This design comes from an exercise in tuning for a short achievable clock period and few clock cycles on the open sky130 flow, not from production work. Only simulation tests tie the RTL to the original design; equivalence was not proved. Power figures rest on the tool's default switching activity, not on a simulated workload.

<file path="design/flow/run.sh">
#!/bin/bash
# synth_recipe.tcl (not shown) runs the flow's synth.tcl, then flattens the netlist and writes it again
# the make line also repeats each setting of config.mk as NAME=value (left out here)
make -C /OpenROAD-flow-scripts/flow DESIGN_CONFIG=/design/flow/config.mk WORK_HOME=/design/flow/orfs CLKGATE_MAP_FILE= SYNTH_SCRIPT=/design/flow/synth_recipe.tcl finish
</file>
<file path="design/flow/config.mk">
export PLATFORM = sky130hd
export DESIGN_NAME = vericlash_cpu
export DESIGN_NICKNAME = vericlash_cpu
export VERILOG_FILES = /design/flow/design.v
export SDC_FILE = /design/flow/constraint.sdc
export NUM_CORES = 4
export LEC_CHECK = 0
export CAP_MARGIN = 20
export CORE_MARGIN = 2
export CORE_UTILIZATION = 40
export PLACE_DENSITY = 0.6
export SLEW_MARGIN = 20
</file>
<file path="design/flow/constraint.sdc">
create_clock -name core_clock -period 12.0 [get_ports {clk}]
set_input_delay 2.4000 -clock core_clock [delete_from_list [all_inputs] [get_ports {clk}]]
set_output_delay 2.4000 -clock core_clock [all_outputs]
set_load 0.01 [all_outputs]
</file>
<file path="design/flow/design.v">
module vericlash_cpu (
    input  wire        clk,
    input  wire        rst,
    output wire [9:0]  imem_addr,
    input  wire [31:0] imem_rdata,
    output wire [9:0]  dmem_addr,
    output wire [31:0] dmem_wdata,
    output wire        dmem_we,
    input  wire [31:0] dmem_rdata,
    output wire        halted
);
    localparam OP_HLT = 4'h0, OP_MOV = 4'h1, OP_MVI = 4'h2, OP_LOD = 4'h3,
               OP_STR = 4'h4, OP_ADD = 4'h5, OP_SUB = 4'h6, OP_MUL = 4'h7,
               OP_AND = 4'h8, OP_ORR = 4'h9, OP_NOT = 4'ha, OP_LES = 4'hb,
               OP_GTR = 4'hc, OP_JEZ = 4'hd, OP_JNZ = 4'he, OP_JMP = 4'hf;
    reg  [31:0] ip;
    reg  [511:0] regs;    
    wire [31:0] instr = imem_rdata;
    wire [3:0]  op    = instr[31:28];
    wire [3:0]  rd    = instr[27:24];
    wire [3:0]  ra    = instr[23:20];
    wire [3:0]  rb    = instr[19:16];
    wire [31:0] imm   = {{16{instr[15]}}, instr[15:0]};
    wire [31:0] va = regs[ra*32 +: 32];
    wire [31:0] vb = regs[rb*32 +: 32];
    wire [31:0] vd = regs[rd*32 +: 32];
    wire [31:0] ea = va + imm;
    reg  [31:0] result;
    reg         wr_reg;
    reg  [31:0] ip_next;
    always @(*) begin
        result  = 32'd0;
        wr_reg  = 1'b1;
        ip_next = ip + 32'd1;
        case (op)
            OP_HLT: begin wr_reg = 1'b0; ip_next = ip; end
            OP_MOV: result = va;
            OP_MVI: result = imm;
            OP_LOD: result = dmem_rdata;
            OP_STR: wr_reg = 1'b0;
            OP_ADD: result = va + vb;
            OP_SUB: result = va - vb;
            OP_MUL: result = va * vb;
            OP_AND: result = va & vb;
            OP_ORR: result = va | vb;
            OP_NOT: result = (va == 32'd0) ? 32'd1 : 32'd0;
            OP_LES: result = ($signed(va) < $signed(vb)) ? 32'd1 : 32'd0;
            OP_GTR: result = ($signed(va) > $signed(vb)) ? 32'd1 : 32'd0;
            OP_JEZ: begin wr_reg = 1'b0; if (vd == 32'd0) ip_next = imm; end
            OP_JNZ: begin wr_reg = 1'b0; if (vd != 32'd0) ip_next = imm; end
            OP_JMP: begin wr_reg = 1'b0; ip_next = imm; end
        endcase
    end
    always @(posedge clk) begin
        if (rst) ip <= 32'd0;
        else     ip <= ip_next;
    end
    genvar g;
    generate
        for (g = 0; g < 16; g = g + 1) begin : rf
            always @(posedge clk) begin
                if (rst)
                    regs[g*32 +: 32] <= 32'd0;
                else if (wr_reg && rd == g)
                    regs[g*32 +: 32] <= result;
            end
        end
    endgenerate
    assign imem_addr  = ip[9:0];
    assign dmem_addr  = ea[9:0];
    assign dmem_wdata = vd;
    assign dmem_we    = (op == OP_STR) && !rst;
    assign halted     = (op == OP_HLT);
endmodule
</file>
==> run notes <==
-- worst min-delay path by stage --
stage | start | end | slack (ps) | depth (start not counted)
after floorplan | regs[211] | regs[211] | 450 | 2
after global placement | regs[468] | regs[468] | 460 | 2
after detailed placement | regs[212] | regs[212] | 470 | 2
after CTS | regs[212] | regs[212] | 480 | 2
after global routing | regs[411] | regs[411] | 500 | 2
final | regs[212] | regs[212] | 480 | 2
-- cell usage after synthesis, drive strengths merged, types with 11 or more instances --
cell,count
a2111oi,11
a211oi,29
a21o,26
a21oi,540
a221oi,41
a22o,16
a22oi,38
a311oi,33
a31oi,13
buf,111
clkbuf,323
dfxtp,522
fa,411
ha,229
inv,553
mux2,25
mux2i,44
mux4,435
nand2,1017
nand2b,25
nand3,28
nand3b,64
nor2,527
nor2b,18
nor3,34
nor4,15
o211ai,24
o21a,13
o21ai,104
o21bai,21
o22ai,45
o31ai,51
o41ai,18
or3,14
xnor2,85
xor2,17
-- final cells by class --
cell class / instances / area [um2]
fillers: 12200 / 69900
diodes: 6 / 15.0
inverters: 562 / 2110
repair buffers: 404 / 3620
flip-flops and latches: 522 / 10500
multi-input cells: 4120 / 37300
clock inverters: 20 / 274
well taps: 1662 / 2080
clock buffers: 75 / 1600
-- kinds of logic after synthesis --
group           after synthesis  synth area share (%)
simple gates               1791                  14.4
compound gates             1082                  13.4
buf+inv                     996                  7.83
fa+ha+maj                   640                  21.6
flops                       522                  20.4
mux                         504                  20.6
xor+xnor                    103                  1.80
-- registers in the layout, indices dropped and copies added, names as in the netlist --
signal / flops
ip: 10
regs: 512
-- critical path, delay by kind of cell --
| family | cells | cell delay (ps) |
|---|---|---|
| AOI/OAI and AO/OA | 6 | 1400 |
| buffers and inverters | 8 | 1740 |
| xor gates and xnor gates | 1 | 300 |
| adders and majority gates | 9 | 4530 |
| muxes | 2 | 800 |
| and+or+nand+nor | 5 | 680 |
-- layer usage --
metal	global-route usage [%]	part of all wire, %	routed length [um]	up-vias
li1	-	-	-	19500
met1	43.0	37	82300	23100
met2	51.5	44	98100	3063
met3	7.55	11	25500	845
met4	22.0	7.8	17500	12
met5	0	0.031	70	-
-- metrics by stage --
step	worst slack [ps]	power [uW]	cells	util, %
5_1_grt	251	4460	7368	45.1
6_report	582	4370	7371	45.1
4_1_cts	789	4350	7365	45.1
3_3_place_gp	229	2550	7269	43.6
3_5_place_dp	150	2550	7270	43.6
2_1_floorplan	1010	2230	5638	-
-- power groups by stage --
stage | clock [uW] | combinational [uW] | sequential [uW]
after floorplan | 0 | 426 | 1810
after global placement | 0 | 740 | 1810
after detailed placement | 0 | 742 | 1810
after CTS | 1840 | 745 | 1770
after global routing | 1900 | 789 | 1780
final | 1820 | 768 | 1770
==> run_results.csv <==
group,metric,value,unit
timing,final_period_minus_worst_setup_slack,11420,ps
synthesis,syn-num-nets,6344,
timing,tightestPinTransition,1280,ps
detailed_routing,routed_via_density,6.32,
detailed_routing,postRouteWirelength,223000,um
timing,slew_headroom,14.9,%
floorplanning,num_rows,131,
pwr,p_int,3070,uW
finish,fin_nets,6372,
cts,clk-insertion-delay-late,640,ps
cts,cts_inserted_buffers,56,
synthesis,synth_edf_count,0,
worst_setup_path,crit_type,"primary input to flop",
timing,fin_skew,18.7,ps
worst_setup_path,worst_r2r_endpoint,"regs[29]",
pwr,pwr-share-comb,17.6,%
worst_setup_path,crit_top_cell,"fa_1",
finish,final_cell_area,57400,um2
synthesis,synth_top_area_share,20.4,%
detailed_routing,post-route-drc-count,0,
floorplanning,pin_count,120,
finish,drive_gt1_share,16.8,%
cts,hold_buffers,0,
pwr,ir_drop,0.0985,mV
grt,grt_pass1_vias,45600,
grt,grt_antenna_before_repair,9,
floorplanning,die_h,362,um
worst_setup_path,start_kind,"primary input",
finish,final_common_cell,"nand2_1",
finish,final_cell_mix,"1005 x nand2_1, 545 x inv_1, 537 x a21oi_1, 522 x dfxtp_1, 508 x nor2_1",
synthesis,seq_area_frac_synth,20.4,%
detailed_routing,num_vias,46600,
detailed_routing,drtPass1Iterations,6,
timing,grt_setup_unrepaired,"no",
run_status,outcome,"no timing/DRC/antenna violations",
cts,cts_tree,"yes",
synthesis,ys_warn_count,1,
cts,clockBufferDepth,3,
worst_setup_path,reg2reg_from,"regs[234]",
finish,area_growth,12.0,%
synthesis,synth_cells,5638,
synthesis,synth_area_leaders,"dfxtp_1 20%, mux4_2 19%, fa_1 16%",
floorplanning,start_util,40.3,%
timing,fin_crit_sh,95.2,%
cts,clk_pin_slew,60,ps
cts,cts_sinks,522,
worst_setup_path,max_stage_delay,590,ps
placement,dpl_cell_area,55500,um2
timing,final-hold-violation-count,0,
synthesis,ys_ff_latch,522,
timing,holdWs,477,ps
job,max_cap_violations,0,
worst_setup_path,worstPathArrival,11970,ps
pwr,power.net_switching,1300,uW
worst_setup_path,rrSetupSlack,2620,ps
worst_setup_path,critPathMaxFanout,23,
grt,grt_first_pass_wirelength,322000,um
worst_setup_path,rr_worst_depth,29,
synthesis,syn_avg_cell_area,9.10,um2
pwr,sw_frac_of_total,29.7,%
placement,place_hpwl,157000,um
placement,gp_congestion,1.04,
grt,grt_max_degree,150,
pwr,pwr-share-seq,40.6,%
cts,post-cts-setup-buffers,0,
detailed_routing,ant_nets,0,
cts,cts.repair.resized,0,
placement,numPortBuffers,119,
floorplanning,core_area,127000,um2
worst_setup_path,slowest_stage,"fa_1",
worst_setup_path,cp-end-kind,"flop",
cts,root_buffer,"clkbuf_16",
grt,grt.overflow.total,0,
pwr,cellPowerDensity,76.0,nW/um2
cts,htree_levels,2,
synthesis,synthesis.area,51300,um2
timing,setup-violations-final,0,
detailed_routing,wl_per_cell,30.3,um
synthesis,ys_async_sr_fraction,0,%
worst_setup_path,crit_path_end,"regs[29]",
floorplanning,die_w,362,um
synthesis,synth_area_leader_cell,"dfxtp_1",
synthesis,synth_ff_type,"dfxtp_1",
synthesis,ys_types,85,
worst_setup_path,cp_data_required_time,12550,ps
detailed_routing,drt_iter0_drc,5907,
pwr,p_leak,0.0219,uW
worst_setup_path,cp-startpoint,"imem_rdata[20]",
floorplanning,die-area,131000,um2
min_path,hp-class,"flop to flop",
timing,fmax,0.0876,GHz
timing,tns,0,ps
timing,drv_slew,0,
pwr,clock_power_share,41.8,%
grt,grt_usage,33.7,%
Testbench counts, summed over its fixed seeds: cycles 17,298.

-- static timing again, ports no longer ideal --
In the flow no input, the clock included, has a driving cell. The finished layout below was timed again as built, in two steps.
Step 1 sets driving cells, clkbuf_16 on the clock port and buf_2 on the other inputs (assumed; they add their load-dependent delay and slew).
Step 2 adds t to the input delays and takes it off the output delays; t is the mean of the earliest and latest rising clock arrival at the registers after step 1. Input paths then give back, and output paths get back, about the clock's delay inside the block.
a / b / c = no drivers / after step 1 / after step 2; a / b = the first two.
t (ns): 0.692
slack for setup (ns): 0.582 / 0.597 / -0.094
slew at the worst register clock pin (ns): 0.07 / 0.07
worst slew at a driven data input, ns: 0.10
pins driven straight from the clock port: 1
Met with ideal ports but missed after step 2: setup timing in this run. The setup slack of this run moves by +0.015 ns with the drivers and by -0.676 ns with both steps.
